What follows belongs to an exercise in optimizing a design on an open flow for small area; a production flow would make more cautious choices.
The RTL was checked by simulation tests, not by an equivalence proof against the original design.
Power figures rest on the tool's default switching activity, not on a simulated workload.

Setup of harbor:
Design cpu_top, start of the top module:
module cpu_top(
    input clk,
    input rst,
    output [31:0] imem_addr,
    input  [31:0] imem_rdata,
    output [31:0] dmem_addr,
    output [31:0] dmem_wdata,
    output        dmem_we,
    input  [31:0] dmem_rdata
);
Size: ~2000 cells after synthesis, ~160 I/O pins, roughly 0.028 sq mm of cells after synthesis.
==> flow/config.mk <==
export PLATFORM = sky130hd
export DESIGN_NAME = cpu_top
export DESIGN_NICKNAME = cpu_top
export VERILOG_FILES = /design/flow/design.v
export SDC_FILE = /design/flow/constraint.sdc
export NUM_CORES = 4
export LEC_CHECK = 0
export CAP_MARGIN = 20
export CORE_MARGIN = 2
export CORE_UTILIZATION = 65
export SLEW_MARGIN = 20
==> flow/constraint.sdc <==
create_clock -name core_clock -period 7.0 [get_ports {clk}]
set_input_delay 1.4000 -clock core_clock [delete_from_list [all_inputs] [get_ports {clk}]]
set_output_delay 1.4000 -clock core_clock [all_outputs]
set_load 0.01 [all_outputs]
standard.sh (not shown) runs the stock make flow with config.mk's settings and CLKGATE_MAP_FILE= SYNTH_SCRIPT=/design/flow/synth_recipe.tcl, a recipe that flattens the netlist after the stock synthesis.
==> flow/flow/run.sh <==
#!/bin/bash
# The standard ORFS flow with three changes to how the layout is made:
#  - synthesis maps the logic with an area-oriented ABC script (flow/area.abc);
#    everything else in synthesis, flip-flop mapping included, is the standard one;
#  - port buffers are buf_1;
#  - the clock tree is built from clkbuf_4 with small clusters and no dummy loads.
# Each step's full output goes to a log of its own in this folder.
set -euo pipefail
W=$(pwd)
cat > "$W/area_synth.tcl" <<EOT
# The standard flow's synthesis script, with ABC's mapping script replaced by flow/area.abc
proc abc {args} {
  set out {}
  set skip 0
  foreach a \$args {
    if {\$skip} { set skip 0; continue }
    if {\$a eq "-script" || \$a eq "-D"} { set skip 1; continue }
    lappend out \$a
  }
  yosys abc -script $W/flow/area.abc {*}\$out
}
source $W/synth_recipe.tcl
EOT
bash standard.sh "SYNTH_SCRIPT=$W/area_synth.tcl" synth > synth.log 2>&1
bash standard.sh \
  "SYNTH_SCRIPT=$W/area_synth.tcl" \
  "BUFFER_PORTS_ARGS=-buffer_cell sky130_fd_sc_hd__buf_1" \
  "CTS_ARGS=-sink_clustering_enable -repair_clock_nets -dont_use_dummy_load -buf_list sky130_fd_sc_hd__clkbuf_4 -sink_clustering_size 12 -sink_clustering_max_diameter 45" \
  finish > layout.log 2>&1
==> flow/flow/area.abc <==
strash
&get -n
&st
&syn2
&dch -f
&nf -R 1000
&put
strash
&get -n
&st
&syn2
&dch -f
&nf -R 1000
&put
The following lists how amber was set up differently from harbor:
Settings: CORE_UTILIZATION: 65 -> 40.
--- a/flow/flow/run.sh
+++ b/flow/flow/run.sh
@@ -4,5 +4,5 @@
 #    everything else in synthesis, flip-flop mapping included, is the standard one;
 #  - port buffers are buf_1;
-#  - the clock tree is built from clkbuf_4 with small clusters and no dummy loads.
+#  - the clock tree is built from clkbuf_8 and no dummy loads.
 # Each step's full output goes to a log of its own in this folder.
 set -euo pipefail
@@ -26,4 +26,4 @@
   "SYNTH_SCRIPT=$W/area_synth.tcl" \
   "BUFFER_PORTS_ARGS=-buffer_cell sky130_fd_sc_hd__buf_1" \
-  "CTS_ARGS=-sink_clustering_enable -repair_clock_nets -dont_use_dummy_load -buf_list sky130_fd_sc_hd__clkbuf_4 -sink_clustering_size 12 -sink_clustering_max_diameter 45" \
+  "CTS_ARGS=-sink_clustering_enable -repair_clock_nets -dont_use_dummy_load -buf_list sky130_fd_sc_hd__clkbuf_8 -sink_clustering_size 20 -sink_clustering_max_diameter 50" \
   finish > layout.log 2>&1
Findings:
The flow did not stop early for amber: all stages ran, and the layout cleared the timing, design-rule and antenna checks.
harbor went all the way through synthesis, placement and routing and the layout is clean on timing, DRC and antenna.
Lower met1 capacity usage during global routing goes to amber over harbor.
[amber] sequential portion of the cell area fell 2.0 points relative to harbor
When amber is measured against harbor, its final critical-path share of the clock period turns out 2.1 points higher.
First-iteration detailed-routing DRC count (lower): amber
Per the comparison of amber with harbor, maximum frequency now sits lower; shortest clock period the worst path allows after layout now sits higher; final total power now sits higher; number of buffers created by CTS now sits lower.
### amber -> pepper
Settings: CORE_UTILIZATION now 65, was 40.
--- a/flow/flow/run.sh
+++ b/flow/flow/run.sh
@@ -4,5 +4,5 @@
 #    everything else in synthesis, flip-flop mapping included, is the standard one;
 #  - port buffers are buf_1;
-#  - the clock tree is built from clkbuf_8 and no dummy loads.
+#  - the clock tree is built from clkbuf_4 with small clusters and no dummy loads.
 # Each step's full output goes to a log of its own in this folder.
 set -euo pipefail
@@ -26,4 +26,4 @@
   "SYNTH_SCRIPT=$W/area_synth.tcl" \
   "BUFFER_PORTS_ARGS=-buffer_cell sky130_fd_sc_hd__buf_1" \
-  "CTS_ARGS=-sink_clustering_enable -repair_clock_nets -dont_use_dummy_load -buf_list sky130_fd_sc_hd__clkbuf_8 -sink_clustering_size 20 -sink_clustering_max_diameter 50" \
+  "CTS_ARGS=-sink_clustering_enable -repair_clock_nets -dont_use_dummy_load -buf_list sky130_fd_sc_hd__clkbuf_4 -sink_clustering_size 10 -sink_clustering_max_diameter 40" \
   finish > layout.log 2>&1
--- a/flow/flow/area.abc
+++ b/flow/flow/area.abc
@@ -11,4 +11,4 @@
 &syn2
 &dch -f
-&nf -R 1000
 &put
+amap -m
Notes after the runs:
Summary — critical path depth, pepper relative to amber: higher, by about 3.6%. pepper vs. amber: number of logic inverters in the finished layout went up by 129. Sum of internal, switching and leakage power | pepper above amber. met4 as the topmost layer with routed signal wires was reported by pepper, and met5 by amber. Number of antenna violations at the first check in global routing: pepper vs amber down 6.
## Diff of input files: xenon against pepper
Settings: CORE_UTILIZATION: 65 -> 72.
--- a/flow/flow/area.abc
+++ b/flow/flow/area.abc
@@ -11,4 +11,4 @@
 &syn2
 &dch -f
+&nf -R 1000
 &put
-amap -m
Findings:
- ~same final design instance area without fill in xenon and pepper
- Looking at first-pass GRT wire length across xenon and pepper, the one that comes out higher is pepper.
- Total global-route track usage was lower in the run labelled xenon.
- xenon against pepper; via count is down by a little under 10%.
- [compare] base=pepper new=xenon: total clock network power lost about 3%; count of placed standard cells including taps lost 134; share of cells above drive strength 1 picked up an extra 1.3 points; wire length lost about 13%.
- Taking pepper as the reference point, the internal power of xenon falls by 0.00017 W.
- Average routed wire per standard cell (higher): pepper
- Taking pepper as the reference point, the number of instances in the synthesized netlist of xenon falls by about 5%.


Setup of sierra:
Another version of the RTL of cpu_top (not shown whole).
Size in the first run: about 1,100 flip-flops, roughly 160 I/O pins, roughly 27,000 sq um of cells after synthesis.
Settings: LEC_CHECK=0, CAP_MARGIN=20, CORE_MARGIN=2, CORE_UTILIZATION=72, SLEW_MARGIN=20; clock period 7.0 ns.
==> flow/flow/run.sh <==
#!/bin/bash
# The standard ORFS flow with three changes to how the layout is made:
#  - synthesis maps the logic with an area-oriented ABC script (flow/area.abc) and
#    leaves adders to ABC instead of mapping them to adder cells first; everything
#    else in synthesis, flip-flop mapping included, is the standard one;
#  - port buffers are buf_1;
#  - the clock tree is built from clkbuf_4 with small clusters and no dummy loads.
# Each step's full output goes to a log of its own in this folder.
set -euo pipefail
W=$(pwd)
cat > "$W/area_synth.tcl" <<EOT
# The standard flow's synthesis script, with ABC's mapping script replaced by flow/area.abc
proc abc {args} {
  set out {}
  set skip 0
  foreach a \$args {
    if {\$skip} { set skip 0; continue }
    if {\$a eq "-script" || \$a eq "-D"} { set skip 1; continue }
    lappend out \$a
  }
  yosys abc -script $W/flow/area.abc {*}\$out
}
source $W/synth_recipe.tcl
EOT
bash standard.sh "SYNTH_SCRIPT=$W/area_synth.tcl" "ADDER_MAP_FILE=" synth > synth.log 2>&1
bash standard.sh \
  "SYNTH_SCRIPT=$W/area_synth.tcl" "ADDER_MAP_FILE=" \
  "BUFFER_PORTS_ARGS=-buffer_cell sky130_fd_sc_hd__buf_1" \
  "CTS_ARGS=-sink_clustering_enable -repair_clock_nets -dont_use_dummy_load -buf_list sky130_fd_sc_hd__clkbuf_4 -sink_clustering_size 10 -sink_clustering_max_diameter 40" \
  finish > layout.log 2>&1
==> flow/flow/area.abc <==
strash
&get -n
&st
&syn2
&dch -f
&nf -R 1000
&put
strash
&get -n
&st
&syn2
&dch -f
&nf -R 1000
&put
sierra completed every stage of the flow, and the final layout passed the timing, design-rule and antenna checks.
Input-level comparison between lagoon and sierra:
==> flow/flow/run.sh <==
#!/bin/bash
# The standard ORFS flow with three changes to how the layout is made:
#  - synthesis maps the logic with an area-oriented ABC script (flow/area.abc);
#    everything else in synthesis, flip-flop mapping included, is the standard one;
#  - port buffers are buf_1;
#  - the clock tree is built from clkbuf_4 with small clusters and no dummy loads.
# Each step's full output goes to a log of its own in this folder.
set -euo pipefail
W=$(pwd)
cat > "$W/area_synth.tcl" <<EOT
# The standard flow's synthesis script, with ABC's mapping script replaced by flow/area.abc
proc abc {args} {
  set out {}
  set skip 0
  foreach a \$args {
    if {\$skip} { set skip 0; continue }
    if {\$a eq "-script" || \$a eq "-D"} { set skip 1; continue }
    lappend out \$a
  }
  yosys abc -script $W/flow/area.abc {*}\$out
}
source $W/synth_recipe.tcl
EOT
bash standard.sh "SYNTH_SCRIPT=$W/area_synth.tcl" synth > synth.log 2>&1
bash standard.sh \
  "SYNTH_SCRIPT=$W/area_synth.tcl" \
  "BUFFER_PORTS_ARGS=-buffer_cell sky130_fd_sc_hd__buf_1" \
  "CTS_ARGS=-sink_clustering_enable -repair_clock_nets -dont_use_dummy_load -buf_list sky130_fd_sc_hd__clkbuf_4 -sink_clustering_size 10 -sink_clustering_max_diameter 40" \
  finish > layout.log 2>&1
--- outcome ---
Power dissipated by switching net loads, lagoon vs sierra: down slightly. On total number of vias, sierra and lagoon are neck and neck. Summary of the comparison: portion of the clock cycle consumed by the worst path in the final layout is lower in lagoon, relative to sierra. | area of all placed cells without fillers | lagoon vs sierra | about 1% higher |. ~same power of the clock network in sierra and lagoon. Sort sierra and lagoon by horizontal die dimension, ascending, and sierra comes first. | buffering stage count on the worst path with inverters included | lagoon vs sierra | 2 higher |.

==> afterwards: timing with drivers on the ports <==
The results above use ideal ports. As a check the final layouts listed here were re-extracted and re-timed, cells and wires unchanged.
Step 1 sets driving cells, clkbuf_16 on the clock port and buf_2 on the other inputs (assumed; they add their load-dependent delay and slew).
Step 2 moves the port delays by t, midway between the first and last clock arrival at a register: inputs arrive t later, outputs are due t later. That takes back most of the time a late clock gives input paths.
Slacks: no drivers / after step 1 / after step 2; pairs: no drivers / after step 1.
run	t, ns	setup slack, ns	clock arrival spread, ns
harbor	0.879	1.225 / 1.258 / 0.379	0.105 / 0.105
amber	0.691	1.076 / 1.110 / 0.419	0.125 / 0.124
pepper	0.859	0.831 / 0.857 / -0.002	0.116 / 0.116
xenon	0.857	1.277 / 1.313 / 0.456	0.130 / 0.130
sierra	0.876	1.195 / 1.152 / 0.276	0.135 / 0.134
lagoon	0.885	1.610 / 1.605 / 0.720	0.102 / 0.102
Met with ideal ports but missed after step 2: setup timing in pepper. For sierra, which loses most, drivers alone change the setup slack by -0.043 ns; drivers and shift together by -0.919 ns.
